Context: an optimization exercise on an open-source flow, tuned for small area, a short achievable clock period and few clock cycles. The choices shown serve that exercise and are no tape-out recipe.
Only simulation tests tie the RTL to the original design; equivalence was not proved.
Power figures rest on the tool's default switching activity, not on a simulated workload.

### run.sh
#!/bin/bash
# synth_recipe.tcl (not shown) runs the flow's synth.tcl, then flattens the netlist and writes it again
# the make line also repeats each setting of config.mk as NAME=value (left out here)
make -C /OpenROAD-flow-scripts/flow DESIGN_CONFIG=/design/flow/config.mk WORK_HOME=/design/flow/orfs CLKGATE_MAP_FILE= SYNTH_SCRIPT=/design/flow/synth_recipe.tcl finish
### config.mk
export PLATFORM = sky130hd
export DESIGN_NAME = exunit
export DESIGN_NICKNAME = exunit
export VERILOG_FILES = /design/flow/design.v
export SDC_FILE = /design/flow/constraint.sdc
export NUM_CORES = 4
export LEC_CHECK = 0
export CAP_MARGIN = 40
export CELL_PAD_IN_SITES_DETAIL_PLACEMENT = 1
export CORE_MARGIN = 2
export CORE_UTILIZATION = 30
export GPL_ROUTABILITY_DRIVEN = 1
export PLACE_DENSITY = 0.45
export SETUP_SLACK_MARGIN = 5
export SLEW_MARGIN = 40
### constraint.sdc
create_clock -name core_clock -period 20.0 [get_ports {clk}]
set_input_delay 4.0000 -clock core_clock [delete_from_list [all_inputs] [get_ports {clk}]]
set_output_delay 4.0000 -clock core_clock [all_outputs]
set_load 0.01 [all_outputs]
### design.v
`timescale 1 ns / 1 ps
`default_nettype none
localparam
DECINVALID = 0,
DECREGRS = 1,
DECREGRT = 2,
DECREGFS = 3,
DECREGFT = 4,
DECZIMM = 5,
DECSIMM = 6,
DECALU = 7,  
DECSETRD = 12,
DECSETRT = 13,
DECMEMRD = 14,
DECMEMWR = 15,
DECSIGNED = 16,
DECSHIMM = 17,  
DECSHIMM32 = 18,
DECTARGR = 19,  
DECLOAD = 25,
DECSZ = 26,  
DECDWORD = 29,
DECLLSC = 30,
DECSTORE = 31,
DECCOND = 32,  
DECBRANCH = 36,
DECLIKELY = 37,
DECLINK = 38,
DECJUMP = 39,
DECJUMPREG = 40,
DECPANIC = 41,
DECWHY = 42,  
DECSYSCALL = 47,
DECBREAK = 48,
DECSETFD = 49,
DECSETFT = 50,
DECCACHE = 51,
DECDCACHE = 52,
DECCACHEOP = 53,  
DECERET = 56,
DECTLBR = 57,
DECTLBWI = 58,
DECTLBWR = 59,
DECTLBP = 60,
DECLONGALU = 61,
DECTRAP = 62,
DECCOP = 63,
DEC64 = 64,
DECMTC0 = 65,
DECMFC0 = 66,
ALUNOP = 0,
ALUADD = 1,
ALUSUB = 2,
ALUAND = 3,
ALUOR = 4,
ALUNOR = 5,
ALUXOR = 6,
ALUSLL = 7,
ALUSRL = 8,
ALUSRA = 9,
ALUMUL = 10,
ALUDIV = 11,
ALULUI = 12,
ALUADDIMM = 13,
ALUSLT = 14,
ALUMFLO = 15,
ALUMFHI = 16,
ALUMTLO = 17,
ALUMTHI = 18,
CONDAL = 0,
CONDEQ = 1,
CONDNE = 2,
CONDGE = 3,
CONDGT = 4,
CONDLE = 5,
CONDLT = 6,
CONDGET = 7,
CONDGEUT = 8,
CONDLTT = 9,
CONDLTUT = 10,
SZWORD = 0,
SZBYTE = 1,
SZHALF = 2,
SZLEFT = 3,
SZRIGHT = 4,
SZDWORD = 8,
SZDLEFT = 11,
SZDRIGHT = 12,
WHYINTR = 5'h0,
WHYTLBM = 5'h1,
WHYTLBL = 5'h2,
WHYTLBS = 5'h3,
WHYADEL = 5'h4,
WHYADES = 5'h5,
WHYIBE = 5'h6,
WHYDBE = 5'h7,
WHYSYSC = 5'h8,
WHYBRPT = 5'h9,
WHYRSVD = 5'h10,
WHYCPU = 5'h11,
WHYOVFL = 5'h12,
WHYTRAP = 5'h13,
WHYFPE = 5'h15,
WHYWAT = 5'h23,
WHYRST = 5'h31,
WHYNMI = 5'h30,
WHYIADE = 5'h29,
WHYITLB = 5'h28,
IE = 0,
EXL = 1,
ERL = 2,
KSU = 3,
UX = 5,
SX = 6,
KX = 7,
IM = 8,
SR = 20,
TS = 21,
BEV = 22,
RE = 25,
FR = 26,
RP = 27,
CU = 28,
KERN = 0,
SUPR = 1,
USER = 2,
IP = 8,
BD = 31,
K0 = 0,
BE = 15,
EP = 24
;
 `timescale 1 ns / 1 ps
`default_nettype none
module idec(
	input wire [31:0] rfinstr,
	output reg [66:0] rfdec
);
 localparam
DECINVALID = 0,
DECREGRS = 1,
DECREGRT = 2,
DECREGFS = 3,
DECREGFT = 4,
DECZIMM = 5,
DECSIMM = 6,
DECALU = 7,  
DECSETRD = 12,
DECSETRT = 13,
DECMEMRD = 14,
DECMEMWR = 15,
DECSIGNED = 16,
DECSHIMM = 17,  
DECSHIMM32 = 18,
DECTARGR = 19,  
DECLOAD = 25,
DECSZ = 26,  
DECDWORD = 29,
DECLLSC = 30,
DECSTORE = 31,
DECCOND = 32,  
DECBRANCH = 36,
DECLIKELY = 37,
DECLINK = 38,
DECJUMP = 39,
DECJUMPREG = 40,
DECPANIC = 41,
DECWHY = 42,  
DECSYSCALL = 47,
DECBREAK = 48,
DECSETFD = 49,
DECSETFT = 50,
DECCACHE = 51,
DECDCACHE = 52,
DECCACHEOP = 53,  
DECERET = 56,
DECTLBR = 57,
DECTLBWI = 58,
DECTLBWR = 59,
DECTLBP = 60,
DECLONGALU = 61,
DECTRAP = 62,
DECCOP = 63,
DEC64 = 64,
DECMTC0 = 65,
DECMFC0 = 66,
ALUNOP = 0,
ALUADD = 1,
ALUSUB = 2,
ALUAND = 3,
ALUOR = 4,
ALUNOR = 5,
ALUXOR = 6,
ALUSLL = 7,
ALUSRL = 8,
ALUSRA = 9,
ALUMUL = 10,
ALUDIV = 11,
ALULUI = 12,
ALUADDIMM = 13,
ALUSLT = 14,
ALUMFLO = 15,
ALUMFHI = 16,
ALUMTLO = 17,
ALUMTHI = 18,
CONDAL = 0,
CONDEQ = 1,
CONDNE = 2,
CONDGE = 3,
CONDGT = 4,
CONDLE = 5,
CONDLT = 6,
CONDGET = 7,
CONDGEUT = 8,
CONDLTT = 9,
CONDLTUT = 10,
SZWORD = 0,
SZBYTE = 1,
SZHALF = 2,
SZLEFT = 3,
SZRIGHT = 4,
SZDWORD = 8,
SZDLEFT = 11,
SZDRIGHT = 12,
WHYINTR = 5'h0,
WHYTLBM = 5'h1,
WHYTLBL = 5'h2,
WHYTLBS = 5'h3,
WHYADEL = 5'h4,
WHYADES = 5'h5,
WHYIBE = 5'h6,
WHYDBE = 5'h7,
WHYSYSC = 5'h8,
WHYBRPT = 5'h9,
WHYRSVD = 5'h10,
WHYCPU = 5'h11,
WHYOVFL = 5'h12,
WHYTRAP = 5'h13,
WHYFPE = 5'h15,
WHYWAT = 5'h23,
WHYRST = 5'h31,
WHYNMI = 5'h30,
WHYIADE = 5'h29,
WHYITLB = 5'h28,
IE = 0,
EXL = 1,
ERL = 2,
KSU = 3,
UX = 5,
SX = 6,
KX = 7,
IM = 8,
SR = 20,
TS = 21,
BEV = 22,
RE = 25,
FR = 26,
RP = 27,
CU = 28,
KERN = 0,
SUPR = 1,
USER = 2,
IP = 8,
BD = 31,
K0 = 0,
BE = 15,
EP = 24
;
	localparam [66:0] LOADINSTR = ALUADDIMM<<DECALU|1<<DECREGRS|1<<DECSETRT|1<<DECLOAD;
	localparam [66:0] STOREINSTR = ALUADDIMM<<DECALU|1<<DECREGRS|1<<DECREGRT|1<<DECSTORE;
	always @(*) begin
		rfdec = 1<<DECINVALID;
		casez(rfinstr)
		32'b000000_zzzzz_zzzzz_zzzzz_00000_100000: rfdec = ALUADD<<DECALU|1<<DECREGRS|1<<DECREGRT|1<<DECSETRD|1<<DECSIGNED;  
		32'b001000_zzzzz_zzzzz_zzzzzzzz_zzzzzzzz: rfdec = ALUADD<<DECALU|1<<DECREGRS|1<<DECSIMM|1<<DECSETRT|1<<DECSIGNED;  
		32'b001001_zzzzz_zzzzz_zzzzzzzz_zzzzzzzz: rfdec = ALUADD<<DECALU|1<<DECREGRS|1<<DECSIMM|1<<DECSETRT;  
		32'b000000_zzzzz_zzzzz_zzzzz_00000_100001: rfdec = ALUADD<<DECALU|1<<DECREGRS|1<<DECREGRT|1<<DECSETRD;  
		32'b000000_zzzzz_zzzzz_zzzzz_00000_100100: rfdec = ALUAND<<DECALU|1<<DECREGRS|1<<DECREGRT|1<<DECSETRD;  
		32'b001100_zzzzz_zzzzz_zzzzzzzz_zzzzzzzz: rfdec = ALUAND<<DECALU|1<<DECREGRS|1<<DECZIMM|1<<DECSETRT;  
		32'b000000_zzzzz_zzzzz_zzzzz_00000_101100: rfdec = ALUADD<<DECALU|1<<DECREGRS|1<<DECREGRT|1<<DECSETRD|1<<DECSIGNED|1<<DECDWORD|1<<DEC64;  
		32'b011000_zzzzz_zzzzz_zzzzzzzz_zzzzzzzz: rfdec = ALUADD<<DECALU|1<<DECREGRS|1<<DECSIMM|1<<DECSETRT|1<<DECSIGNED|1<<DECDWORD|1<<DEC64;  
		32'b011001_zzzzz_zzzzz_zzzzzzzz_zzzzzzzz: rfdec = ALUADD<<DECALU|1<<DECREGRS|1<<DECSIMM|1<<DECSETRT|1<<DECDWORD|1<<DEC64;  
		32'b000000_zzzzz_zzzzz_zzzzz_00000_101101: rfdec = ALUADD<<DECALU|1<<DECREGRS|1<<DECREGRT|1<<DECSETRD|1<<DECDWORD|1<<DEC64;  
		32'b000000_zzzzz_zzzzz_zzzzz_00000_011110: rfdec = ALUDIV<<DECALU|1<<DECREGRS|1<<DECREGRT|1<<DECDWORD|1<<DECSIGNED|1<<DEC64;  
		32'b000000_zzzzz_zzzzz_zzzzz_00000_011111: rfdec = ALUDIV<<DECALU|1<<DECREGRS|1<<DECREGRT|1<<DECDWORD|1<<DEC64;  
		32'b000000_zzzzz_zzzzz_zzzzz_00000_011010: rfdec = ALUDIV<<DECALU|1<<DECREGRS|1<<DECREGRT|1<<DECSIGNED;  
		32'b000000_zzzzz_zzzzz_zzzzz_00000_011011: rfdec = ALUDIV<<DECALU|1<<DECREGRS|1<<DECREGRT;  
		32'b000000_zzzzz_zzzzz_zzzzz_00000_011100: rfdec = ALUMUL<<DECALU|1<<DECREGRS|1<<DECREGRT|1<<DECDWORD|1<<DECSIGNED|1<<DEC64;  
		32'b000000_zzzzz_zzzzz_zzzzz_00000_011101: rfdec = ALUMUL<<DECALU|1<<DECREGRS|1<<DECREGRT|1<<DECDWORD|1<<DEC64;  
		32'b000000_00000_zzzzz_zzzzz_zzzzz_111000: rfdec = ALUSLL<<DECALU|1<<DECREGRT|1<<DECSHIMM|1<<DECSETRD|1<<DECDWORD|1<<DEC64;  
		32'b000000_zzzzz_zzzzz_zzzzz_00000_010100: rfdec = ALUSLL<<DECALU|1<<DECREGRS|1<<DECREGRT|1<<DECSETRD|1<<DECDWORD|1<<DEC64;  
		32'b000000_00000_zzzzz_zzzzz_zzzzz_111100: rfdec = ALUSLL<<DECALU|1<<DECREGRT|3<<DECSHIMM|1<<DECSETRD|1<<DECDWORD|1<<DEC64;  
		32'b000000_00000_zzzzz_zzzzz_zzzzz_111011: rfdec = ALUSRA<<DECALU|1<<DECREGRT|1<<DECSHIMM|1<<DECSETRD|1<<DECDWORD|1<<DEC64;  
		32'b000000_zzzzz_zzzzz_zzzzz_00000_010111: rfdec = ALUSRA<<DECALU|1<<DECREGRS|1<<DECREGRT|1<<DECSETRD|1<<DECDWORD;  
		32'b000000_00000_zzzzz_zzzzz_zzzzz_111111: rfdec = ALUSRA<<DECALU|1<<DECREGRT|3<<DECSHIMM|1<<DECSETRD|1<<DECDWORD;  
		32'b000000_00000_zzzzz_zzzzz_zzzzz_111010: rfdec = ALUSRL<<DECALU|1<<DECREGRT|1<<DECSHIMM|1<<DECSETRD|1<<DECDWORD;  
		32'b000000_zzzzz_zzzzz_zzzzz_00000_010110: rfdec = ALUSRL<<DECALU|1<<DECREGRS|1<<DECREGRT|1<<DECSETRD|1<<DECDWORD;  
		32'b000000_00000_zzzzz_zzzzz_zzzzz_111110: rfdec = ALUSRL<<DECALU|1<<DECREGRT|3<<DECSHIMM|1<<DECSETRD|1<<DECDWORD|1<<DEC64;  	
		32'b000000_zzzzz_zzzzz_zzzzz_00000_101110: rfdec = ALUSUB<<DECALU|1<<DECREGRS|1<<DECREGRT|1<<DECSETRD|1<<DECSIGNED|1<<DECDWORD|1<<DEC64;  
		32'b000000_zzzzz_zzzzz_zzzzz_00000_101111: rfdec = ALUSUB<<DECALU|1<<DECREGRS|1<<DECREGRT|1<<DECSETRD|1<<DECDWORD|1<<DEC64;  
		32'b001111_00000_zzzzz_zzzzzzzz_zzzzzzzz: rfdec = ALULUI<<DECALU|1<<DECSETRT|1<<DECZIMM;  
		32'b000000_zzzzz_zzzzz_zzzzz_00000_011000: rfdec = ALUMUL<<DECALU|1<<DECREGRS|1<<DECREGRT|1<<DECSIGNED;  
		32'b000000_zzzzz_zzzzz_zzzzz_00000_011001: rfdec = ALUMUL<<DECALU|1<<DECREGRS|1<<DECREGRT;  
		32'b000000_zzzzz_zzzzz_zzzzz_00000_100111: rfdec = ALUNOR<<DECALU|1<<DECREGRS|1<<DECREGRT|1<<DECSETRD;  
		32'b000000_zzzzz_zzzzz_zzzzz_00000_100101: rfdec = ALUOR<<DECALU|1<<DECREGRS|1<<DECREGRT|1<<DECSETRD;  
		32'b001101_zzzzz_zzzzz_zzzzzzzz_zzzzzzzz: rfdec = ALUOR<<DECALU|1<<DECREGRS|1<<DECZIMM|1<<DECSETRT;  
		32'b000000_00000_zzzzz_zzzzz_zzzzz_000000: rfdec = ALUSLL<<DECALU|1<<DECREGRT|1<<DECSHIMM|1<<DECSETRD;  
		32'b000000_zzzzz_zzzzz_zzzzz_00000_000100: rfdec = ALUSLL<<DECALU|1<<DECREGRS|1<<DECREGRT|1<<DECSETRD;  
		32'b000000_zzzzz_zzzzz_zzzzz_00000_101010: rfdec = ALUSLT<<DECALU|1<<DECREGRS|1<<DECREGRT|1<<DECSETRD|1<<DECSIGNED;  
		32'b001010_zzzzz_zzzzz_zzzzzzzz_zzzzzzzz: rfdec = ALUSLT<<DECALU|1<<DECREGRS|1<<DECSIMM|1<<DECSETRT|1<<DECSIGNED;  
		32'b000000_zzzzz_zzzzz_zzzzz_00000_101010: rfdec = ALUSLT<<DECALU|1<<DECREGRS|1<<DECREGRT|1<<DECSETRD;  
		32'b001011_zzzzz_zzzzz_zzzzzzzz_zzzzzzzz: rfdec = ALUSLT<<DECALU|1<<DECREGRS|1<<DECSIMM|1<<DECSETRT;  
		32'b000000_00000_zzzzz_zzzzz_zzzzz_000011: rfdec = ALUSRA<<DECALU|1<<DECREGRT|1<<DECSHIMM|1<<DECSETRD;  
		32'b000000_zzzzz_zzzzz_zzzzz_00000_000111: rfdec = ALUSRA<<DECALU|1<<DECREGRS|1<<DECREGRT|1<<DECSETRD;  
		32'b000000_00000_zzzzz_zzzzz_zzzzz_000010: rfdec = ALUSRL<<DECALU|1<<DECREGRT|1<<DECSHIMM|1<<DECSETRD;  
		32'b000000_zzzzz_zzzzz_zzzzz_00000_000110: rfdec = ALUSRL<<DECALU|1<<DECREGRS|1<<DECREGRT|1<<DECSETRD;  
		32'b000000_zzzzz_zzzzz_zzzzz_00000_100010: rfdec = ALUSUB<<DECALU|1<<DECREGRS|1<<DECREGRT|1<<DECSETRD|1<<DECSIGNED;  
		32'b000000_zzzzz_zzzzz_zzzzz_00000_100011: rfdec = ALUSUB<<DECALU|1<<DECREGRS|1<<DECREGRT|1<<DECSETRD;  
		32'b000000_zzzzz_zzzzz_zzzzz_00000_100110: rfdec = ALUXOR<<DECALU|1<<DECREGRS|1<<DECREGRT|1<<DECSETRD;  
		32'b001110_zzzzz_zzzzz_zzzzzzzz_zzzzzzzz: rfdec = ALUXOR<<DECALU|1<<DECREGRS|1<<DECZIMM|1<<DECSETRT;  
		32'b100000_zzzzz_zzzzz_zzzzzzzz_zzzzzzzz: rfdec = LOADINSTR|SZBYTE<<DECSZ|1<<DECSIGNED;  
		32'b100100_zzzzz_zzzzz_zzzzzzzz_zzzzzzzz: rfdec = LOADINSTR|SZBYTE<<DECSZ;  
		32'b110111_zzzzz_zzzzz_zzzzzzzz_zzzzzzzz: rfdec = LOADINSTR|SZDWORD<<DECSZ;  
		32'b110101_zzzzz_zzzzz_zzzzzzzz_zzzzzzzz: rfdec = LOADINSTR&~(1<<DECSETRT)|1<<DECSETFT|SZDWORD<<DECSZ|1<<DECCOP|1<<DEC64;  
		32'b011010_zzzzz_zzzzz_zzzzzzzz_zzzzzzzz: rfdec = LOADINSTR|1<<DECREGRT|SZDLEFT<<DECSZ|1<<DEC64;  
		32'b011011_zzzzz_zzzzz_zzzzzzzz_zzzzzzzz: rfdec = LOADINSTR|1<<DECREGRT|SZDRIGHT<<DECSZ|1<<DEC64;  
		32'b100001_zzzzz_zzzzz_zzzzzzzz_zzzzzzzz: rfdec = LOADINSTR|SZHALF<<DECSZ|1<<DECSIGNED;  
		32'b100101_zzzzz_zzzzz_zzzzzzzz_zzzzzzzz: rfdec = LOADINSTR|SZHALF<<DECSZ;  
		32'b110000_zzzzz_zzzzz_zzzzzzzz_zzzzzzzz: rfdec = LOADINSTR|SZWORD<<DECSZ|1<<DECLLSC;  
		32'b110100_zzzzz_zzzzz_zzzzzzzz_zzzzzzzz: rfdec = LOADINSTR|SZDWORD<<DECSZ|1<<DECLLSC|1<<DEC64;  
		32'b100011_zzzzz_zzzzz_zzzzzzzz_zzzzzzzz: rfdec = LOADINSTR|SZWORD<<DECSZ|1<<DECSIGNED;  
		32'b110001_zzzzz_zzzzz_zzzzzzzz_zzzzzzzz: rfdec = LOADINSTR&~(1<<DECSETRT)|1<<DECSETFT|SZWORD<<DECSZ|1<<DECCOP;  
		32'b100010_zzzzz_zzzzz_zzzzzzzz_zzzzzzzz: rfdec = LOADINSTR|1<<DECREGRT|SZLEFT<<DECSZ;  
		32'b100110_zzzzz_zzzzz_zzzzzzzz_zzzzzzzz: rfdec = LOADINSTR|1<<DECREGRT|SZRIGHT<<DECSZ;  
		32'b100111_zzzzz_zzzzz_zzzzzzzz_zzzzzzzz: rfdec = LOADINSTR|SZWORD<<DECSZ|1<<DEC64;  
		32'b101000_zzzzz_zzzzz_zzzzzzzz_zzzzzzzz: rfdec = STOREINSTR|SZBYTE<<DECSZ;  
		32'b111000_zzzzz_zzzzz_zzzzzzzz_zzzzzzzz: rfdec = STOREINSTR|SZWORD<<DECSZ|1<<DECSETRT|1<<DECLLSC;  
		32'b111100_zzzzz_zzzzz_zzzzzzzz_zzzzzzzz: rfdec = STOREINSTR|SZDWORD<<DECSZ|1<<DECSETRT|1<<DECLLSC|1<<DEC64;  
		32'b111111_zzzzz_zzzzz_zzzzzzzz_zzzzzzzz: rfdec = STOREINSTR|SZDWORD<<DECSZ|1<<DEC64;  
		32'b111101_zzzzz_zzzzz_zzzzzzzz_zzzzzzzz: rfdec = STOREINSTR&~(1<<DECREGRT)|1<<DECREGFT|SZDWORD<<DECSZ|1<<DECCOP|1<<DEC64;  
		32'b101100_zzzzz_zzzzz_zzzzzzzz_zzzzzzzz: rfdec = STOREINSTR|SZDLEFT<<DECSZ|1<<DEC64;  
		32'b101101_zzzzz_zzzzz_zzzzzzzz_zzzzzzzz: rfdec = STOREINSTR|SZDRIGHT<<DECSZ|1<<DEC64;  
		32'b101001_zzzzz_zzzzz_zzzzzzzz_zzzzzzzz: rfdec = STOREINSTR|SZHALF<<DECSZ;  
		32'b101011_zzzzz_zzzzz_zzzzzzzz_zzzzzzzz: rfdec = STOREINSTR|SZWORD<<DECSZ;  
		32'b111001_zzzzz_zzzzz_zzzzzzzz_zzzzzzzz: rfdec = STOREINSTR&~(1<<DECREGRT)|1<<DECREGFT|SZWORD<<DECSZ|1<<DECCOP;  
		32'b101010_zzzzz_zzzzz_zzzzzzzz_zzzzzzzz: rfdec = STOREINSTR|SZLEFT<<DECSZ;  
		32'b101110_zzzzz_zzzzz_zzzzzzzz_zzzzzzzz: rfdec = STOREINSTR|SZRIGHT<<DECSZ;  
		32'b000100_zzzzz_zzzzz_zzzzzzzz_zzzzzzzz: rfdec = 1<<DECBRANCH|1<<DECREGRS|1<<DECREGRT|CONDEQ<<DECCOND;  
		32'b010100_zzzzz_zzzzz_zzzzzzzz_zzzzzzzz: rfdec = 1<<DECBRANCH|1<<DECREGRS|1<<DECREGRT|CONDEQ<<DECCOND|1<<DECLIKELY;  
		32'b000001_zzzzz_00001_zzzzzzzz_zzzzzzzz: rfdec = 1<<DECBRANCH|1<<DECREGRS|CONDGE<<DECCOND;  
		32'b000001_zzzzz_10001_zzzzzzzz_zzzzzzzz: rfdec = 1<<DECBRANCH|1<<DECREGRS|CONDGE<<DECCOND|1<<DECLINK;  
		32'b000001_zzzzz_10011_zzzzzzzz_zzzzzzzz: rfdec = 1<<DECBRANCH|1<<DECREGRS|CONDGE<<DECCOND|1<<DECLINK|1<<DECLIKELY;  
		32'b000001_zzzzz_00011_zzzzzzzz_zzzzzzzz: rfdec = 1<<DECBRANCH|1<<DECREGRS|CONDGE<<DECCOND|1<<DECLIKELY;  
		32'b000111_zzzzz_00000_zzzzzzzz_zzzzzzzz: rfdec = 1<<DECBRANCH|1<<DECREGRS|CONDGT<<DECCOND;  
		32'b010111_zzzzz_00000_zzzzzzzz_zzzzzzzz: rfdec = 1<<DECBRANCH|1<<DECREGRS|CONDGT<<DECCOND|1<<DECLIKELY;  
		32'b000110_zzzzz_00000_zzzzzzzz_zzzzzzzz: rfdec = 1<<DECBRANCH|1<<DECREGRS|CONDLE<<DECCOND;  
		32'b010110_zzzzz_00000_zzzzzzzz_zzzzzzzz: rfdec = 1<<DECBRANCH|1<<DECREGRS|CONDLE<<DECCOND|1<<DECLIKELY;  
		32'b000001_zzzzz_00000_zzzzzzzz_zzzzzzzz: rfdec = 1<<DECBRANCH|1<<DECREGRS|CONDLT<<DECCOND;  
		32'b000001_zzzzz_10000_zzzzzzzz_zzzzzzzz: rfdec = 1<<DECBRANCH|1<<DECREGRS|CONDLT<<DECCOND|1<<DECLINK;  
		32'b000001_zzzzz_10010_zzzzzzzz_zzzzzzzz: rfdec = 1<<DECBRANCH|1<<DECREGRS|CONDLT<<DECCOND|1<<DECLINK|1<<DECLIKELY;  
		32'b000001_zzzzz_00010_zzzzzzzz_zzzzzzzz: rfdec = 1<<DECBRANCH|1<<DECREGRS|CONDLT<<DECCOND|1<<DECLIKELY;  
		32'b000101_zzzzz_zzzzz_zzzzzzzz_zzzzzzzz: rfdec = 1<<DECBRANCH|1<<DECREGRS|1<<DECREGRT|CONDNE<<DECCOND;  
		32'b010101_zzzzz_zzzzz_zzzzzzzz_zzzzzzzz: rfdec = 1<<DECBRANCH|1<<DECREGRS|1<<DECREGRT|CONDNE<<DECCOND|1<<DECLIKELY;  
		32'b000010_zz_zzzzzzzz_zzzzzzzz_zzzzzzzz: rfdec = 1<<DECBRANCH|1<<DECJUMP;  
		32'b000011_zz_zzzzzzzz_zzzzzzzz_zzzzzzzz: rfdec = 1<<DECBRANCH|1<<DECJUMP|1<<DECLINK;  
		32'b000000_zzzzz_00000_zzzzz_00000_001001: rfdec = 1<<DECBRANCH|1<<DECJUMPREG|1<<DECREGRS|1<<DECSETRD|1<<DECLINK;  
		32'b000000_zzzzz_00000_00000_00000_001000: rfdec = 1<<DECBRANCH|1<<DECJUMPREG|1<<DECREGRS;  
		32'b000000_zzzzzzzzzz_zzzzzzzzzz_001100: rfdec = 1<<DECSYSCALL;  
		32'b000000_zzzzzzzzzz_zzzzzzzzzz_001101: rfdec = 1<<DECBREAK;  
		32'b101111_zzzzz_zzz0z_zzzzzzzz_zzzzzzzz: rfdec = 1<<DECCACHE|ALUADD<<DECALU|1<<DECREGRS|1<<DECSIMM|rfinstr[16]<<DECDCACHE|rfinstr[20:18]<<DECCACHEOP|1<<DECCOP;  
		32'b010000_1000000000_0000000000_011000: rfdec = 1<<DECBRANCH|1<<DECERET;  
		32'b010000_1000000000_0000000000_000001: rfdec = 1<<DECTLBR|1<<DECCOP;  
		32'b010000_1000000000_0000000000_000010: rfdec = 1<<DECTLBWI|1<<DECCOP;  
		32'b010000_1000000000_0000000000_000110: rfdec = 1<<DECTLBWR|1<<DECCOP;  
		32'b010000_1000000000_0000000000_001000: rfdec = 1<<DECTLBP|1<<DECCOP;  
		32'b000000_0000000000_zzzzz_00000_010010: rfdec = ALUMFLO<<DECALU|1<<DECSETRD;  
		32'b000000_0000000000_zzzzz_00000_010000: rfdec = ALUMFHI<<DECALU|1<<DECSETRD;  
		32'b000000_zzzzz_000000000000000_010001: rfdec = ALUMTLO<<DECALU|1<<DECREGRS;  
		32'b000000_zzzzz_000000000000000_010011: rfdec = ALUMTHI<<DECALU|1<<DECREGRS;  
		32'b000000_zzzzz_zzzzz_zzzzzzzzzz_110100: rfdec = 1<<DECTRAP|1<<DECREGRS|1<<DECREGRT|CONDEQ<<DECCOND;  
		32'b000001_zzzzz_01100_zzzzzzzz_zzzzzzzz: rfdec = 1<<DECTRAP|1<<DECREGRS|1<<DECSIMM|CONDEQ<<DECCOND;  
		32'b000000_zzzzz_zzzzz_zzzzzzzzzz_110000: rfdec = 1<<DECTRAP|1<<DECREGRS|1<<DECREGRT|CONDGET<<DECCOND;  
		32'b000001_zzzzz_01000_zzzzzzzz_zzzzzzzz: rfdec = 1<<DECTRAP|1<<DECREGRS|1<<DECSIMM|CONDGET<<DECCOND;  
		32'b000000_zzzzz_zzzzz_zzzzzzzzzz_110001: rfdec = 1<<DECTRAP|1<<DECREGRS|1<<DECREGRT|CONDGEUT<<DECCOND;  
		32'b000001_zzzzz_01001_zzzzzzzz_zzzzzzzz: rfdec = 1<<DECTRAP|1<<DECREGRS|1<<DECSIMM|CONDGEUT<<DECCOND;  
		32'b000000_zzzzz_zzzzz_zzzzzzzzzz_110110: rfdec = 1<<DECTRAP|1<<DECREGRS|1<<DECREGRT|CONDNE<<DECCOND;  
		32'b000001_zzzzz_01110_zzzzzzzz_zzzzzzzz: rfdec = 1<<DECTRAP|1<<DECREGRS|1<<DECSIMM|CONDNE<<DECCOND;  
		32'b000000_zzzzz_zzzzz_zzzzzzzzzz_110010: rfdec = 1<<DECTRAP|1<<DECREGRS|1<<DECREGRT|CONDLTT<<DECCOND;  
		32'b000001_zzzzz_01010_zzzzzzzz_zzzzzzzz: rfdec = 1<<DECTRAP|1<<DECREGRS|1<<DECSIMM|CONDLTT<<DECCOND;  
		32'b000000_zzzzz_zzzzz_zzzzzzzzzz_110011: rfdec = 1<<DECTRAP|1<<DECREGRS|1<<DECREGRT|CONDLTUT<<DECCOND;  
		32'b000001_zzzzz_01011_zzzzzzzz_zzzzzzzz: rfdec = 1<<DECTRAP|1<<DECREGRS|1<<DECSIMM|CONDLTUT<<DECCOND;  
		32'b010000_00100_zzzzz_zzzzz_00000000000: rfdec = 1<<DECMTC0|1<<DECREGRT|1<<DECCOP;  
		32'b010000_00101_zzzzz_zzzzz_00000000000: rfdec = 1<<DECMTC0|1<<DECREGRT|1<<DECCOP|1<<DECDWORD|1<<DEC64;  
		32'b010000_00000_zzzzz_zzzzz_00000000000: rfdec = 1<<DECMFC0|1<<DECSETRT|1<<DECCOP;  
		32'b010000_00001_zzzzz_zzzzz_00000000000: rfdec = 1<<DECMFC0|1<<DECSETRT|1<<DECCOP|1<<DECDWORD|1<<DEC64;  
		endcase
		if(rfdec[DECSETRD])
			rfdec[DECTARGR+5:DECTARGR] = {1'b0, rfinstr[15:11]};
		else if(rfdec[DECSETRT])
			rfdec[DECTARGR+5:DECTARGR] = {1'b0, rfinstr[20:16]};
		else if(rfdec[DECLINK])
			rfdec[DECTARGR+5:DECTARGR] = 31;
		if(rfdec[DECALU+4:DECALU] == ALUMUL || rfdec[DECALU+4:DECALU] == ALUDIV)
			rfdec[DECLONGALU] = 1;
	end
endmodule
 `timescale 1 ns / 1 ps
`default_nettype none
module alu(
	input wire clk,
	input wire reset,
	input wire [66:0] exdec,
	input wire [31:0] exinstr,
	input wire [63:0] exr0,
	input wire [63:0] exr1,
	input wire [63:0] exlink,
	output reg [63:0] exalur,
	output reg exovfl,
	output reg exbcmp,
	input wire alugo,
	output reg alubusy,
	output wire [63:0] lo,
	output wire [63:0] hi
);
 localparam
DECINVALID = 0,
DECREGRS = 1,
DECREGRT = 2,
DECREGFS = 3,
DECREGFT = 4,
DECZIMM = 5,
DECSIMM = 6,
DECALU = 7,  
DECSETRD = 12,
DECSETRT = 13,
DECMEMRD = 14,
DECMEMWR = 15,
DECSIGNED = 16,
DECSHIMM = 17,  
DECSHIMM32 = 18,
DECTARGR = 19,  
DECLOAD = 25,
DECSZ = 26,  
DECDWORD = 29,
DECLLSC = 30,
DECSTORE = 31,
DECCOND = 32,  
DECBRANCH = 36,
DECLIKELY = 37,
DECLINK = 38,
DECJUMP = 39,
DECJUMPREG = 40,
DECPANIC = 41,
DECWHY = 42,  
DECSYSCALL = 47,
DECBREAK = 48,
DECSETFD = 49,
DECSETFT = 50,
DECCACHE = 51,
DECDCACHE = 52,
DECCACHEOP = 53,  
DECERET = 56,
DECTLBR = 57,
DECTLBWI = 58,
DECTLBWR = 59,
DECTLBP = 60,
DECLONGALU = 61,
DECTRAP = 62,
DECCOP = 63,
DEC64 = 64,
DECMTC0 = 65,
DECMFC0 = 66,
ALUNOP = 0,
ALUADD = 1,
ALUSUB = 2,
ALUAND = 3,
ALUOR = 4,
ALUNOR = 5,
ALUXOR = 6,
ALUSLL = 7,
ALUSRL = 8,
ALUSRA = 9,
ALUMUL = 10,
ALUDIV = 11,
ALULUI = 12,
ALUADDIMM = 13,
ALUSLT = 14,
ALUMFLO = 15,
ALUMFHI = 16,
ALUMTLO = 17,
ALUMTHI = 18,
CONDAL = 0,
CONDEQ = 1,
CONDNE = 2,
CONDGE = 3,
CONDGT = 4,
CONDLE = 5,
CONDLT = 6,
CONDGET = 7,
CONDGEUT = 8,
CONDLTT = 9,
CONDLTUT = 10,
SZWORD = 0,
SZBYTE = 1,
SZHALF = 2,
SZLEFT = 3,
SZRIGHT = 4,
SZDWORD = 8,
SZDLEFT = 11,
SZDRIGHT = 12,
WHYINTR = 5'h0,
WHYTLBM = 5'h1,
WHYTLBL = 5'h2,
WHYTLBS = 5'h3,
WHYADEL = 5'h4,
WHYADES = 5'h5,
WHYIBE = 5'h6,
WHYDBE = 5'h7,
WHYSYSC = 5'h8,
WHYBRPT = 5'h9,
WHYRSVD = 5'h10,
WHYCPU = 5'h11,
WHYOVFL = 5'h12,
WHYTRAP = 5'h13,
WHYFPE = 5'h15,
WHYWAT = 5'h23,
WHYRST = 5'h31,
WHYNMI = 5'h30,
WHYIADE = 5'h29,
WHYITLB = 5'h28,
IE = 0,
EXL = 1,
ERL = 2,
KSU = 3,
UX = 5,
SX = 6,
KX = 7,
IM = 8,
SR = 20,
TS = 21,
BEV = 22,
RE = 25,
FR = 26,
RP = 27,
CU = 28,
KERN = 0,
SUPR = 1,
USER = 2,
IP = 8,
BD = 31,
K0 = 0,
BE = 15,
EP = 24
;
	wire [4:0] op = exdec[DECALU+4:DECALU];
	wire [3:0] cond = exdec[DECCOND+3:DECCOND];
	wire sx = exdec[DECSIGNED];
	wire dw = exdec[DECDWORD];
	reg [63:0] rlo, rhi;
	assign lo = rlo;
	assign hi = rhi;
	wire opadd = op == ALUADD;
	wire opsub = op == ALUSUB;
	wire opimm = op == ALUADDIMM;
	wire opslt = op == ALUSLT;
	wire dosub = opsub | opslt | cond == CONDGET | cond[3];
	wire [63:0] ysrc = opimm ? {{48{exinstr[15]}}, exinstr[15:0]} : exr1;
	wire [63:0] yeff = ysrc ^ {64{dosub}};
	wire [64:0] asum;
	ksadd #(64, 6) aadd(.a(exr0), .b(yeff), .c(dosub), .s(asum));
	wire [63:0] sum = asum[63:0];
	wire ltu = !asum[64];
	wire lts = (exr0[63] ^ exr1[63]) ? exr0[63] : sum[63];
	wire [63:0] v = ~(exr0 ^ yeff) & (exr0 ^ sum);
	wire [63:0] aext = dw ? exr0 : {{32{sx & exr0[31]}}, exr0[31:0]};
	wire [63:0] bext = dw ? exr1 : {{32{sx & exr1[31]}}, exr1[31:0]};
	wire sa = sx & aext[63];
	wire sb = sx & bext[63];
	localparam S_IDLE = 3'd0;
	localparam S_MUL = 3'd1;
	localparam S_NORM = 3'd2;
	localparam S_ITER = 3'd3;
	localparam S_FIXQ = 3'd4;
	localparam S_FIXR = 3'd5;
	reg [2:0] state;
	reg [6:0] cnt;
	wire st_idle = state == S_IDLE;
	wire st_mul = state == S_MUL;
	wire st_norm = state == S_NORM;
	wire st_iter = state == S_ITER;
	wire st_fixq = state == S_FIXQ;
	wire st_fixr = state == S_FIXR;
	wire [63:0] xd = st_iter ? {rhi[62:0], rlo[63]} : st_idle ? aext ^ {64{sa}} : 64'd0;
	wire [63:0] yd = st_iter ? bext ^ {64{!sb}} : st_fixr ? ~rhi : st_fixq ? ~rlo : 64'd0;
	wire cind = st_iter ? !sb : st_idle ? sa : 1'b1;
	wire [64:0] dsum;
	bkadd #(64) dadd(.a(xd), .b(yd), .c(cind), .s(dsum));
	wire qbit = dsum[64] & !(bzero & xd[63]);
	function [6:0] clz64(input [63:0] x);
		reg [31:0] y5;
		reg [15:0] y4;
		reg [7:0] y3;
		reg [3:0] y2;
		reg [1:0] y1;
		reg n5, n4, n3, n2, n1, n0;
		begin
			n5 = x[63:32] == 0;
			y5 = n5 ? x[31:0] : x[63:32];
			n4 = y5[31:16] == 0;
			y4 = n4 ? y5[15:0] : y5[31:16];
			n3 = y4[15:8] == 0;
			y3 = n3 ? y4[7:0] : y4[15:8];
			n2 = y3[7:4] == 0;
			y2 = n2 ? y3[3:0] : y3[7:4];
			n1 = y2[3:2] == 0;
			y1 = n1 ? y2[1:0] : y2[3:2];
			n0 = !y1[1];
			clz64 = (n0 && !y1[0]) ? 7'd64 : {1'b0, n5, n4, n3, n2, n1, n0};
		end
	endfunction
	wire [6:0] cv = clz64(sa ? {~aext[62:0], 1'b1} : aext);
	wire [6:0] cb1 = clz64({1'b0, bext[63:1] ^ {63{sb}}});
	wire bzero = bext == 64'd0;
	wire [7:0] nraw = {1'b0, cb1} - {1'b0, cv};
	wire [6:0] ndiv = bzero ? 7'd64 : nraw[7] ? 7'd0 : nraw[6:0];
	wire opsll = op == ALUSLL;
	wire opsrl = op == ALUSRL;
	wire opsra = op == ALUSRA;
	wire opdiv = op == ALUDIV;
	wire [5:0] nsh = {exdec[DECSHIMM32], exr0[4:0]};
	wire [63:0] xsh = dw ? exr1 : opsra ? {{32{exr1[31]}}, exr1[31:0]} : opsrl ? {32'd0, exr1[31:0]} : exr1;
	wire [63:0] rin = opdiv ? rlo : xsh;
	wire [5:0] ramt = opdiv ? cnt[5:0] : opsll ? -nsh : nsh;
	wire [6:0] mamt = opdiv ? cnt : {1'b0, nsh};
	wire mright = !opsll;
	wire [63:0] r0 = ramt[0] ? {rin[0], rin[63:1]} : rin;
	wire [63:0] r1 = ramt[1] ? {r0[1:0], r0[63:2]} : r0;
	wire [63:0] r2 = ramt[2] ? {r1[3:0], r1[63:4]} : r1;
	wire [63:0] r3 = ramt[3] ? {r2[7:0], r2[63:8]} : r2;
	wire [63:0] r4 = ramt[4] ? {r3[15:0], r3[63:16]} : r3;
	wire [63:0] rot = ramt[5] ? {r4[31:0], r4[63:32]} : r4;
	reg [63:0] therm, mask;
	integer ti;
	always @(*) begin
		for(ti = 0; ti < 64; ti = ti + 1)
			therm[ti] = mamt <= ti;
		for(ti = 0; ti < 64; ti = ti + 1)
			mask[ti] = mright ? therm[63 - ti] : therm[ti];
	end
	wire fill = opsra & xsh[63];
	wire [63:0] shr = (rot & mask) | ({64{fill}} & ~mask);
	wire [63:0] shres = dw ? shr : {{32{shr[31]}}, shr[31:0]};
	always @(*) begin
		exalur = 64'd0;
		case(op)
		ALUNOP: exalur = exr0;
		ALUADD, ALUSUB, ALUADDIMM: exalur = sum;
		ALUAND: exalur = exr0 & exr1;
		ALUOR: exalur = exr0 | exr1;
		ALUNOR: exalur = ~(exr0 | exr1);
		ALUXOR: exalur = exr0 ^ exr1;
		ALUSLL, ALUSRL, ALUSRA: exalur = shres;
		ALULUI: exalur = {{32{exr1[15]}}, exr1[15:0], 16'd0};
		ALUSLT: exalur = {63'd0, sx ? lts : ltu};
		ALUMFLO: exalur = rlo;
		ALUMFHI: exalur = rhi;
		default: exalur = 64'd0;
		endcase
		if(exdec[DECLINK])
			exalur = exlink;
		exovfl = sx & (opadd | opsub) & (dw ? v[63] : v[31]);
	end
	wire eq = exr0 == exr1;
	wire r0zero = exr0 == 64'd0;
	always @(*) begin
		case(cond)
		CONDEQ: exbcmp = eq;
		CONDNE: exbcmp = !eq;
		CONDGE: exbcmp = !exr0[63];
		CONDGT: exbcmp = !exr0[63] && !r0zero;
		CONDLT: exbcmp = exr0[63];
		CONDLE: exbcmp = exr0[63] || r0zero;
		CONDGET: exbcmp = !lts;
		CONDGEUT: exbcmp = !ltu;
		CONDLTT: exbcmp = lts;
		CONDLTUT: exbcmp = ltu;
		default: exbcmp = 1;
		endcase
	end
	wire [64:0] a65 = {sa, aext};
	reg [7:1] red;
	integer ri;
	always @(*)
		for(ri = 1; ri < 8; ri = ri + 1)
			red[ri] = sx ? (bext[8*ri+7 -: 9] == {9{sb}}) : (bext[8*ri+7 -: 8] == 8'd0);
	wire [2:0] j0 = !red[7] ? 3'd7 : !red[6] ? 3'd6 : !red[5] ? 3'd5 : !red[4] ? 3'd4 :
		!red[3] ? 3'd3 : !red[2] ? 3'd2 : !red[1] ? 3'd1 : 3'd0;
	wire [2:0] jsel = st_mul ? cnt[2:0] : j0;
	wire [7:0] chunk = bext[jsel*8 +: 8];
	wire [8:0] dig = {!st_mul & sx & chunk[7], chunk};
	wire [10:0] dx = {dig[8], dig, 1'b0};
	wire [127:0] pin = st_mul ? {rhi, rlo} : 128'd0;
	wire [65:0] a66 = {a65[64], a65};
	wire [65:0] a2 = {a65, 1'b0};
	reg [65:0] row [0:4];
	reg [4:0] negs;
	integer bk;
	always @(*)
		for(bk = 0; bk < 5; bk = bk + 1) begin : booth
			reg b2, b1, b0, one, two;
			b2 = dx[2*bk+2]; b1 = dx[2*bk+1]; b0 = dx[2*bk];
			one = b1 ^ b0;
			two = b2 ? (!b1 & !b0) : (b1 & b0);
			negs[bk] = b2;
			row[bk] = (({66{one}} & a66) | ({66{two}} & a2)) ^ {66{b2}};
			row[bk][65] = !row[bk][65];
		end
	localparam [77:0] SGNC = -((78'd1 << 65) + (78'd1 << 67) + (78'd1 << 69) + (78'd1 << 71) + (78'd1 << 73));
	wire [77:0] m0 = {2'b0, pin[67:0], 1'b0, negs[3], 1'b0, negs[2], 1'b0, negs[1], 1'b0, negs[0]};
	wire [77:0] m1 = {12'd0, row[0]};
	wire [77:0] m2 = {10'd0, row[1], 2'd0};
	wire [77:0] m3 = {8'd0, row[2], 4'd0};
	wire [77:0] m4 = {6'd0, row[3], 6'd0};
	wire [77:0] m5 = {4'd0, row[4], 8'd0};
	wire [77:0] m6 = SGNC | {69'd0, negs[4], 8'd0};
	wire [77:0] s1 = m1 ^ m2 ^ m3;
	wire [77:0] c1 = {(m1[76:0] & m2[76:0]) | (m1[76:0] & m3[76:0]) | (m2[76:0] & m3[76:0]), 1'b0};
	wire [77:0] s2 = m4 ^ m5 ^ m6;
	wire [77:0] c2 = {(m4[76:0] & m5[76:0]) | (m4[76:0] & m6[76:0]) | (m5[76:0] & m6[76:0]), 1'b0};
	wire [77:0] s3 = s1 ^ c1 ^ s2;
	wire [77:0] c3 = {(s1[76:0] & c1[76:0]) | (s1[76:0] & s2[76:0]) | (c1[76:0] & s2[76:0]), 1'b0};
	wire [77:0] s4 = s3 ^ c3 ^ c2;
	wire [77:0] c4 = {(s3[76:0] & c3[76:0]) | (s3[76:0] & c2[76:0]) | (c3[76:0] & c2[76:0]), 1'b0};
	wire [77:0] s5 = s4 ^ c4 ^ m0;
	wire [77:0] c5 = {(s4[76:0] & c4[76:0]) | (s4[76:0] & m0[76:0]) | (c4[76:0] & m0[76:0]), 1'b0};
	wire [78:0] tsum;
	ksadd #(78, 7) madd(.a(s5), .b(c5), .c(1'b0), .s(tsum));
	wire [77:0] tlow = tsum[77:0];
	wire [51:0] upin = pin[119:68];
	reg [52:0] pa, pz;
	reg [51:0] upout;
	integer ui;
	always @(*) begin
		pa[0] = 1'b1;
		pz[0] = 1'b1;
		for(ui = 0; ui < 52; ui = ui + 1) begin
			pa[ui+1] = pa[ui] & upin[ui];
			pz[ui+1] = pz[ui] & !upin[ui];
			upout[ui] = upin[ui] ^ ((tlow[76] & !tlow[77] & pa[ui]) | (tlow[77] & pz[ui]));
		end
	end
	wire [127:0] mres = {upout, tlow[75:0]};
	wire opmul = op == ALUMUL;
	wire start = st_idle & alugo;
	wire fixq = sa ^ sb;
	reg [2:0] state_;
	reg [6:0] cnt_;
	reg [63:0] lo_, hi_;
	reg last, fix32;
	always @(*) begin
		state_ = state;
		cnt_ = cnt;
		lo_ = rlo;
		hi_ = rhi;
		last = 0;
		fix32 = 0;
		alubusy = 1;
		case(state)
		S_IDLE: begin
			alubusy = 0;
			if(start & opmul) begin
				{hi_, lo_} = mres;
				cnt_ = {4'd0, j0 - 3'd1};
				if(j0 == 0) begin
					last = 1;
					fix32 = 1;
				end
				else
					state_ = S_MUL;
			end else if(start & opdiv) begin
				lo_ = dsum[63:0];
				cnt_ = ndiv;
				state_ = S_NORM;
			end else if(op == ALUMTLO)
				lo_ = exr0;
			else if(op == ALUMTHI)
				hi_ = exr0;
		end
		S_MUL: begin
			{hi_, lo_} = mres;
			cnt_ = cnt - 7'd1;
			if(cnt[2:0] == 0) begin
				fix32 = 1;
				last = 1;
				alubusy = 0;
				state_ = S_IDLE;
			end
		end
		S_NORM: begin
			hi_ = rot & mask;
			lo_ = rot & ~mask;
			if(cnt != 0)
				state_ = S_ITER;
			else begin
				fix32 = 1;
				if(fixq)
					state_ = S_FIXQ;
				else if(sa)
					state_ = S_FIXR;
				else begin
					last = 1;
					alubusy = 0;
					state_ = S_IDLE;
				end
			end
		end
		S_ITER: begin
			hi_ = qbit ? dsum[63:0] : xd;
			lo_ = {rlo[62:0], qbit};
			cnt_ = cnt - 7'd1;
			if(cnt == 1) begin
				fix32 = 1;
				if(fixq)
					state_ = S_FIXQ;
				else if(sa)
					state_ = S_FIXR;
				else begin
					last = 1;
					alubusy = 0;
					state_ = S_IDLE;
				end
			end
		end
		S_FIXQ: begin
			lo_ = dsum[63:0];
			if(sa)
				state_ = S_FIXR;
			else begin
				last = 1;
				alubusy = 0;
				state_ = S_IDLE;
			end
		end
		S_FIXR: begin
			hi_ = dsum[63:0];
			last = 1;
			alubusy = 0;
			state_ = S_IDLE;
		end
		default: state_ = S_IDLE;
		endcase
		if(fix32 && !dw) begin
			if(opmul && last)
				hi_[31:0] = mres[63:32];
			hi_[63:32] = {32{hi_[31]}};
			lo_[63:32] = {32{lo_[31]}};
		end
	end
	always @(posedge clk) begin
		state <= reset ? S_IDLE : state_;
		cnt <= cnt_;
		rlo <= lo_;
		rhi <= hi_;
	end
endmodule
module bkadd #(
	parameter N = 64
) (
	input wire [N-1:0] a,
	input wire [N-1:0] b,
	input wire c,
	output wire [N:0] s
);
	localparam L = N > 32 ? 6 : N > 16 ? 5 : N > 8 ? 4 : 3;
	reg [N-1:0] g, p;
	integer i, l;
	always @(*) begin
		g = a & b;
		p = a ^ b;
		g[0] = g[0] | (p[0] & c);
		for(l = 0; l < L; l = l + 1)
			for(i = N - 1; i >= 0; i = i - 1)
				if(((i + 1) % (2 << l)) == 0) begin
					g[i] = g[i] | (p[i] & g[i - (1 << l)]);
					p[i] = p[i] & p[i - (1 << l)];
				end
		for(l = L - 2; l >= 0; l = l - 1)
			for(i = N - 1; i >= 0; i = i - 1)
				if(((i + 1) % (2 << l)) == (1 << l) && i >= (2 << l)) begin
					g[i] = g[i] | (p[i] & g[i - (1 << l)]);
					p[i] = p[i] & p[i - (1 << l)];
				end
	end
	assign s = {g[N-1], (a ^ b) ^ {g[N-2:0], c}};
endmodule
module ksadd #(
	parameter N = 64,
	parameter L = 6
) (
	input wire [N-1:0] a,
	input wire [N-1:0] b,
	input wire c,
	output wire [N:0] s
);
	reg [N-1:0] g, p;
	integer i, l;
	always @(*) begin
		g = a & b;
		p = a ^ b;
		g[0] = g[0] | (p[0] & c);
		for(l = 0; l < L; l = l + 1)
			for(i = N - 1; i >= 0; i = i - 1)
				if(i >= (1 << l)) begin
					g[i] = g[i] | (p[i] & g[i - (1 << l)]);
					p[i] = p[i] & p[i - (1 << l)];
				end
	end
	assign s = {g[N-1], (a ^ b) ^ {g[N-2:0], c}};
endmodule
 `timescale 1 ns / 1 ps
`default_nettype none
module exunit(
	input wire clk,
	input wire reset,
	input wire [31:0] exinstr,
	input wire [63:0] exr0,
	input wire [63:0] exr1,
	input wire [63:0] exlink,
	input wire alugo,
	output wire [63:0] exalur,
	output wire exovfl,
	output wire exbcmp,
	output wire alubusy,
	output wire [63:0] lo,
	output wire [63:0] hi
);
	wire [66:0] exdec;
	idec idec0(
		.rfinstr(exinstr),
		.rfdec(exdec)
	);
	alu alu0(
		.clk(clk),
		.reset(reset),
		.exdec(exdec),
		.exinstr(exinstr),
		.exr0(exr0),
		.exr1(exr1),
		.exlink(exlink),
		.exalur(exalur),
		.exovfl(exovfl),
		.exbcmp(exbcmp),
		.alugo(alugo),
		.alubusy(alubusy),
		.lo(lo),
		.hi(hi)
	);
endmodule
==> results.tsv <==
metric	value	unit
stdcell_count	12200	
ys_async_sr_fraction	0	
start_util	0.302	
clock.fmax	65.6	MHz
slew_violations	0	
clock_path_buffers	2	
pre_cts_ws	1.20	ns
finalSetupTns	0	ns
vias	93000	
htreeDepth	4	
postCtsHoldBufs	0	
synth_top_cell_by_area	fa_1	
die_w	460	um
drtIter0Drc	17700	
first_pass_iters	11	
dp_hpwl	478000	um
synth_top_area_share	0.0926	
tightest_slew	1.18	ns
ys_warn_count	21	
wirelength	635000	um
slew_headroom	0.207	
cts.sinks	138	
syn_inst	8899	
dp.cells	11800	
gr-total-overflow	0	
cts_tree	done	
critPathLaunchType	input pin	
status	complete, no violations	
power_leakage	31.4	nW
end_kind	output port	
dieArea	212000	sq um
pwr_density_cell	240	nW/um^2
syn-num-nets	9848	
grt_pass1_wl	811000	um
finalCritPeriodShare	0.762	
synth_edf_count	102	
wl_per_cell	52.0	um
arrival	11.25	ns
port_buffers	421	
finalWorstPathRequiredPeriod	15.25	ns
vdd_drop_max	527	uV
synth.avg_cell_area	7.02	sq um
boundaryPins	422	
area_delta_synth_final	26.0	%
place.gp.congestion	1.15	
setup_slack	4.75	ns
skew	0.0259	ns
worstSetupPathType	input pin to output port	
std_cell_rows	167	
n_fill_cell	25000	
cts-buffers-inserted	17	
gr-usage-all-layers	0.568	
hold_class	register to register	
netlist-cell-type-count	108	
ant_nets	0	
cp_max_fo	53	
antenna_found_initial	134	
grt_max_degree	102	
core	207000	sq um
synth_flop_cell	edfxtp_1	
cts_root_buffer	clkbuf_16	
ys_seq_area_frac	0.0605	
rsz0062_at_grt	yes	
drv_cap	0	
critical_path_required	16.00	ns
setup_violations	0	
drive_gt1_frac	0.167	
nets	10200	
via_per_inst	7.62	
ys_ff_latch	138	
die_h	460	um
path_clk_slew	0.08	ns
grt_pass1_vias	83200	
clk_latency	0.55	ns
drc_errors	0	
yosys-top-cells-area	fa_1 (9.3%), ha_1 (8.7%), a21oi_1 (6.3%)	
hold_violations	0	
syn_area	62500	sq um
[state kept, by name (all words and copies together), names as in the netlist]
signal and count:
alu0.cnt 7, alu0.rhi 64, alu0.rlo 64, alu0.state 3
[synth_stat cells (all sizes together) (26+ instances only)]
master / n
a21oi: 789
nand2: 730
nor2: 694
clkbuf: 693
o21ai: 602
inv: 516
ha: 433
xnor2: 381
a22oi: 312
fa: 289
mux2i: 274
buf: 201
nand3: 199
a211oi: 197
o22ai: 197
nor3: 193
a221oi: 186
a21o: 167
o211ai: 106
a221o: 105
edfxtp: 102
a31oi: 100
and2: 98
xor2: 93
o221ai: 87
a22o: 85
nor4: 83
nand4: 76
a222oi: 68
o31ai: 67
nand2b: 57
and3: 48
o21a: 46
o21bai: 46
or3: 38
o2111ai: 37
dfxtp: 36
mux2: 30
nor2b: 30
or2: 29
o22a: 26
[kinds of logic after synthesis]
kind of cell / synth area share
AOI/OAI and AO/OA: 0.381
and+or+nand+nor: 0.174
buffers and inverters: 0.0876
adders and majority gates: 0.179
xor gates and xnor gates: 0.0664
muxes: 0.0516
DFF: 0.0605
[what timing repair did]
item,4_1_cts,5_1_grt
resized for setup,349,285
setup endpoints to repair,182,132
buffers inserted,108,103
pin swaps,76,160
cloned,11,7
[worst max-delay path, stage by stage]
cell and delay (ns):
clkdlybuf4s50_1 0.56, and4b_1 0.22, o2111ai_1 0.36, o41ai_1 0.23
or4_1 0.66, o21ai_4 0.38, buf_12 0.30, mux2i_4 0.31
buf_12 0.31, a211oi_1 0.11, nor3_1 0.74, a211oi_1 0.15
nor2_1 0.36, a211oi_1 0.13, o22ai_1 0.68, o21ai_0 0.35
a21oi_2 0.55, o22a_1 0.23, clkdlybuf4s50_1 0.55
[per-layer routing]
layer	vias up	track usage	share of wire	routed length, um
li1	34200	-	-	-
met1	46700	0.687	0.37	233000
met2	9592	0.724	0.37	233000
met3	2493	0.306	0.16	104000
met4	44	0.464	0.099	62900
met5	-	0.0168	0.0012	759
[layout make-up]
class | count | area, sq um | area share
diodes | 144 | 360 | 0.00457
clock buffers | 19 | 453 | 0.00575
clock inverters | 13 | 143 | 0.00181
inverters | 523 | 1980 | 0.0251
multi-input cells | 7348 | 57000 | 0.724
flip-flops and latches | 138 | 3780 | 0.0481
well taps | 2788 | 3490 | 0.0443
repair buffers | 1228 | 11500 | 0.146
[per-stage QoR]
| stage | cell area (sq um) | hold slack [ns] | power, mW | utilization |
|---|---|---|---|---|
| floorplan | 62600 | 0.668 | 7.48 | - |
| global placement | 71800 | 0.815 | 14.2 | 0.347 |
| detailed placement | 72700 | 0.787 | 15.0 | 0.351 |
| CTS | 76000 | 0.797 | 16.6 | 0.367 |
| global route | 78500 | 0.834 | 19.0 | 0.379 |
| finish | 78800 | 0.854 | 18.9 | 0.380 |
[cell usage in the layout, fill, tap and decap left out, types with 63 or more instances in the layout]
cell type,count
inv_1,492
xnor2_1,353
edfxtp_1,102
buf_4,669
and2_1,90
a211oi_1,167
o21ai_0,512
clkdlybuf4s50_1,383
a21oi_1,694
o211ai_1,106
a221oi_1,161
a222oi_1,68
a21oi_2,79
nand2_1,718
o22ai_1,156
o221ai_1,79
a221o_1,105
fa_1,282
xor2_1,77
nand3_1,191
a22oi_1,302
a22o_1,84
nand4_1,76
diode_2,144
o21ai_1,63
nor4_1,66
nor2_1,665
nor3_1,164
a31oi_1,90
ha_1,397
a21o_1,165
mux2i_1,246
[worst paths after layout]
path	startpoint	end	slack, ns	cells past startpoint
worst min-delay path	alu0.rhi[31]	alu0.rhi[31]	0.85	2
worst min register to register	alu0.rhi[31]	alu0.rhi[31]	0.85	2
worst max register to register	alu0.state[0]	alu0.rlo[32]	9.11	31
worst max-delay path	exinstr[17]	exalur[49]	4.75	19
[report_power, final]
| group | switching, mW | total, mW | internal, mW |
|---|---|---|---|
| Clock | 0.188 | 0.379 | 0.191 |
| Combinational | 12.3 | 18.2 | 5.90 |
| Sequential | 0.00745 | 0.317 | 0.309 |
| Total | 12.5 | 18.9 | 6.40 |
Testbench counts, summed over its fixed seeds: cycles 10,149.

static timing again, ports no longer ideal:
The flow's constraints put no driver on any port. The routed layout listed below was extracted and timed again, unchanged, in two steps. Step 1 sets driving cells, clkbuf_16 on the clock port and buf_2 on the other inputs (assumed; they add their load-dependent delay and slew). Step 2 times the ports against the registers' clock, not the clock port: input delays grow and output delays shrink by t, the midpoint of the rising clock arrivals with the driver on. Slacks: no drivers / after step 1 / after step 2; pairs: no drivers / after step 1.
shift t [ns]: 0.634
slack for setup (ns): 4.750 / 4.728 / 4.344
worst setup path at the end: input to register
worst register clock-pin slew, ns: 0.09 / 0.09
cell pins on the clock port's net: 1
After both steps this run still meets setup and hold. The setup slack of this run moves by -0.022 ns with the drivers and by -0.406 ns with both steps.
